From an optimization exercise on the open Yosys and OpenROAD flow, aimed at small area; shortcuts taken in it are not production practice.
The RTL was checked by simulation tests, not by an equivalence proof against the original design.
Power figures rest on the tool's default switching activity, not on a simulated workload.

== lane 1 ==
## xiaoxiaxiadahuaidan
module xiaoxiaxiadahuaidan(clk,rst,zero,cpl,cpr,dirl,dirr,pwm1,doutb,dinb,rstb,enb,addrb,web,web1,doutb1,dinb1,enb1,addrb1,d1,d2,d3,d4,d5);
clock: 12.5 ns
lec_check: 0
cap_margin: 20
core_margin: 2
core_utilization: 40
slew_margin: 20
standard.sh (not shown) runs the stock make flow with config.mk's settings and CLKGATE_MAP_FILE= SYNTH_SCRIPT=/design/flow/synth_recipe.tcl, a recipe that flattens the netlist after the stock synthesis.
==> flow/flow/run.sh <==
#!/bin/bash
# Own layout flow:
#  1. the standard synthesis (standard.sh synth), unchanged;
#  2. its combinational logic re-mapped for area with ABC (flip-flops and tie
#     cells kept as they are: same instances, names and cell types), checked
#     equivalent to the standard netlist (falls back to it if not);
#  3. the standard ORFS steps, with buf_1 port buffers and a clock tree
#     without dummy loads.
# Each tool's output goes to a log_*.txt file in the work folder.
set -euo pipefail
W=$(pwd)
F=$W/flow
R=$W/orfs/results/$FLOW_PLATFORM/xiaoxiaxiadahuaidan/base
LIB=$FLOW_HOME/platforms/$FLOW_PLATFORM/lib/sky130_fd_sc_hd__tt_025C_1v80.lib
YOSYS=$(command -v yosys || echo /OpenROAD-flow-scripts/tools/install/yosys/bin/yosys)
TOP=$FLOW_TOP

bash standard.sh synth > $W/log_synth.txt 2>&1
cp $R/1_2_yosys.v $W/netlist_std.v
# the platform's dont-use cells, as the standard synthesis passed them to ABC
DU=$(grep -o -- "-dont_use [A-Za-z0-9_]*" $W/orfs/logs/$FLOW_PLATFORM/xiaoxiaxiadahuaidan/base/1_2_yosys.log | sort -u | tr '\n' ' ')

$YOSYS -p "read_liberty -ignore_miss_func $LIB; delete sky130_fd_sc_hd__dfxtp_1 sky130_fd_sc_hd__dfxtp_2 sky130_fd_sc_hd__dfxtp_4 sky130_fd_sc_hd__conb_1; read_verilog $F/stubs.v; read_verilog $W/netlist_std.v; hierarchy -top $TOP; flatten; opt -purge; abc -liberty $LIB $DU -script $F/area.abc; setundef -zero; opt_clean -purge; write_verilog -noattr $W/netlist_abc.v" > $W/log_reopt_abc.txt 2>&1
$YOSYS -p "read_liberty -lib $LIB; read_verilog $W/netlist_abc.v; hierarchy -top $TOP; hilomap -singleton -hicell sky130_fd_sc_hd__conb_1 HI -locell sky130_fd_sc_hd__conb_1 LO; insbuf -buf sky130_fd_sc_hd__buf_1 A X; opt_clean -purge; check -assert -mapped; tee -o $W/reopt_stat.txt stat -liberty $LIB; write_verilog -noattr -nohex -nodec $W/netlist_reopt.v" > $W/log_reopt_clean.txt 2>&1
if $YOSYS -p "read_liberty -ignore_miss_func $LIB; read_verilog $W/netlist_std.v; hierarchy -top $TOP; flatten; rename $TOP gold; design -stash gold; read_liberty -ignore_miss_func $LIB; read_verilog $W/netlist_reopt.v; hierarchy -top $TOP; flatten; rename $TOP gate; design -stash gate; design -copy-from gold -as gold gold; design -copy-from gate -as gate gate; equiv_make gold gate eq; hierarchy -top eq; equiv_simple; equiv_status -assert" > $W/log_reopt_equiv.txt 2>&1; then
  cp $W/netlist_reopt.v $R/1_2_yosys.v
  echo "re-mapped netlist used" > $W/reopt_result.txt
else
  echo "re-mapped netlist not proven equivalent; standard netlist kept" > $W/reopt_result.txt
fi
touch $R/1_2_yosys.v

bash standard.sh \
  "BUFFER_PORTS_ARGS=-buffer_cell sky130_fd_sc_hd__buf_1" \
  "CTS_ARGS=-sink_clustering_enable -repair_clock_nets -dont_use_dummy_load -buf_list sky130_fd_sc_hd__clkbuf_8" \
  finish > $W/log_layout.txt 2>&1
Other scripts of this flow, unchanged in this note and not shown: flow/flow/area.abc, flow/flow/stubs.v
Inputs modified between lane 1 and lane 2:
--- a/flow/config.mk
+++ b/flow/config.mk
@@ -8,4 +8,4 @@
 export CAP_MARGIN = 20
 export CORE_MARGIN = 2
-export CORE_UTILIZATION = 40
+export CORE_UTILIZATION = 60
 export SLEW_MARGIN = 20
==> comparison <==
Lane 2 ends up with a number of search-and-repair iterations in the first detailed-routing pass that is 6 higher than in lane 1. Aggregate global-route resource usage ended up 8.8 points higher on lane 2 than on lane 1. Compared with lane 1, lane 2 shows a lower die area. Lane 2 ended up with a lower setup slack than lane 1 did. For the number of placed instances with taps included, lane 2 came in 107 lower than lane 1 did. Against lane 1 as the reference, lane 2 delivers a higher power density relative to cell area. [compare] base=lane 1 new=lane 2: well tap count decreased by 33% relative to the old numbers; switching power lost 1.6%. Between lane 2 and lane 1, it is lane 2 whose sequential share of layout area is higher, by 0.42 points. Total power draw on lane 2 is ahead of lane 1. | global-route wire length before repair | lane 2 vs lane 1 | better |.

* * *

xiaoxiaxiadahuaidan, a different RTL version from the one above (not shown whole).
Size: about 1400 cells after synthesis, about 220 I/O pins, about 9700 um2 of cells after synthesis.
export LEC_CHECK = 0
export CAP_MARGIN = 20
export CORE_MARGIN = 2
export CORE_UTILIZATION = 40
export SLEW_MARGIN = 20
create_clock -name core_clock -period 12.5 [get_ports {clk}]
==> flow/flow/run.sh <==
#!/bin/bash
# Own layout flow:
#  1. the standard synthesis (standard.sh synth), unchanged;
#  2. its combinational logic re-mapped for area with ABC (flip-flops and tie
#     cells kept as they are: same instances, names and cell types), checked
#     equivalent to the standard netlist (falls back to it if not);
#  3. the standard ORFS steps, with buf_1 port buffers and a clock tree
#     without dummy loads.
# Each tool's output goes to a log_*.txt file in the work folder.
set -euo pipefail
W=$(pwd)
F=$W/flow
R=$W/orfs/results/$FLOW_PLATFORM/xiaoxiaxiadahuaidan/base
LIB=$FLOW_HOME/platforms/$FLOW_PLATFORM/lib/sky130_fd_sc_hd__tt_025C_1v80.lib
YOSYS=$(command -v yosys || echo /OpenROAD-flow-scripts/tools/install/yosys/bin/yosys)
TOP=$FLOW_TOP

bash standard.sh synth > $W/log_synth.txt 2>&1
cp $R/1_2_yosys.v $W/netlist_std.v
# the platform's dont-use cells, as the standard synthesis passed them to ABC
DU=$(grep -o -- "-dont_use [A-Za-z0-9_]*" $W/orfs/logs/$FLOW_PLATFORM/xiaoxiaxiadahuaidan/base/1_2_yosys.log | sort -u | tr '\n' ' ')

$YOSYS -p "read_liberty -ignore_miss_func $LIB; delete sky130_fd_sc_hd__dfxtp_1 sky130_fd_sc_hd__dfxtp_2 sky130_fd_sc_hd__dfxtp_4 sky130_fd_sc_hd__conb_1; read_verilog $F/stubs.v; read_verilog $W/netlist_std.v; hierarchy -top $TOP; flatten; opt -purge; abc -liberty $LIB $DU -script $F/area.abc; setundef -zero; opt_clean -purge; write_verilog -noattr $W/netlist_abc.v" > $W/log_reopt_abc.txt 2>&1
$YOSYS -p "read_liberty -lib $LIB; read_verilog $W/netlist_abc.v; hierarchy -top $TOP; hilomap -singleton -hicell sky130_fd_sc_hd__conb_1 HI -locell sky130_fd_sc_hd__conb_1 LO; insbuf -buf sky130_fd_sc_hd__buf_1 A X; opt_clean -purge; check -assert -mapped; tee -o $W/reopt_stat.txt stat -liberty $LIB; write_verilog -noattr -nohex -nodec $W/netlist_reopt.v" > $W/log_reopt_clean.txt 2>&1
if $YOSYS -p "read_liberty -ignore_miss_func $LIB; read_verilog $W/netlist_std.v; hierarchy -top $TOP; flatten; rename $TOP gold; design -stash gold; read_liberty -ignore_miss_func $LIB; read_verilog $W/netlist_reopt.v; hierarchy -top $TOP; flatten; rename $TOP gate; design -stash gate; design -copy-from gold -as gold gold; design -copy-from gate -as gate gate; equiv_make gold gate eq; hierarchy -top eq; equiv_simple; equiv_status -assert" > $W/log_reopt_equiv.txt 2>&1; then
  cp $W/netlist_reopt.v $R/1_2_yosys.v
  echo "re-mapped netlist used" > $W/reopt_result.txt
else
  echo "re-mapped netlist not proven equivalent; standard netlist kept" > $W/reopt_result.txt
fi
touch $R/1_2_yosys.v

bash standard.sh \
  "BUFFER_PORTS_ARGS=-buffer_cell sky130_fd_sc_hd__buf_1" \
  "CTS_ARGS=-sink_clustering_enable -repair_clock_nets -dont_use_dummy_load" \
  finish > $W/log_layout.txt 2>&1
Other scripts of this flow, unchanged in this note and not shown: flow/flow/area.abc, flow/flow/stubs.v
The baseline finished clean.
Edit:
--- a/flow/flow/run.sh
+++ b/flow/flow/run.sh
@@ -35 +35 @@
-  "CTS_ARGS=-sink_clustering_enable -repair_clock_nets -dont_use_dummy_load" \
+  "CTS_ARGS=-sink_clustering_enable -repair_clock_nets -dont_use_dummy_load -buf_list {sky130_fd_sc_hd__clkbuf_4 sky130_fd_sc_hd__clkbuf_8}" \
The changed run completed with no timing, DRC or antenna violations.
Wire length stays flat.
Total power went down by 10%.
Synthesized cell count is unchanged.
Edit:
--- a/flow/flow/run.sh
+++ b/flow/flow/run.sh
@@ -35 +35 @@
-  "CTS_ARGS=-sink_clustering_enable -repair_clock_nets -dont_use_dummy_load -buf_list {sky130_fd_sc_hd__clkbuf_4 sky130_fd_sc_hd__clkbuf_8}" \
+  "CTS_ARGS=-sink_clustering_enable -repair_clock_nets -dont_use_dummy_load -buf_list sky130_fd_sc_hd__clkbuf_8" \
Clock-buffer cell count stays the same.
Register-to-register slack hardly moves.
Area after synthesis is unchanged.
Sequential cell count is unchanged.
Non-clock buffer count does not change.
Setup slack does not change.
Die area does not change.
Global-route usage is unchanged.

[re-timing with driven ports]
No port has a modelled driver above. Below, the same layouts with a new extraction and two added sets of constraints.
Step 1 (the two cells are an assumption about what drives the block):
set clk [get_ports {clk}]
set_driving_cell -lib_cell sky130_fd_sc_hd__clkbuf_16 $clk
set_driving_cell -lib_cell sky130_fd_sc_hd__buf_2 [delete_from_list [all_inputs] $clk]
Step 2 times the ports against the registers' clock, not the clock port: input delays grow and output delays shrink by t, the midpoint of the rising clock arrivals with the driver on.
Slacks: ideal / step 1 / step 2; pairs: ideal / step 1.
run | t (ns) | setup WS [ns] | latest minus earliest clock arrival (ns)
lane 1 | 0.504 | 2.883 / 2.883 / 2.883 | 0.046 / 0.046
lane 2 | 0.493 | 2.879 / 2.879 / 2.879 | 0.034 / 0.034
the first run of note 2 | 0.470 | 1.837 / 1.837 / 1.837 | 0.025 / 0.026
the second run of note 2 | 0.490 | 1.731 / 1.731 / 1.731 | 0.038 / 0.038
the third run of note 2 | 0.490 | 1.731 / 1.731 / 1.731 | 0.038 / 0.038
After both steps every run listed still meets setup and hold.
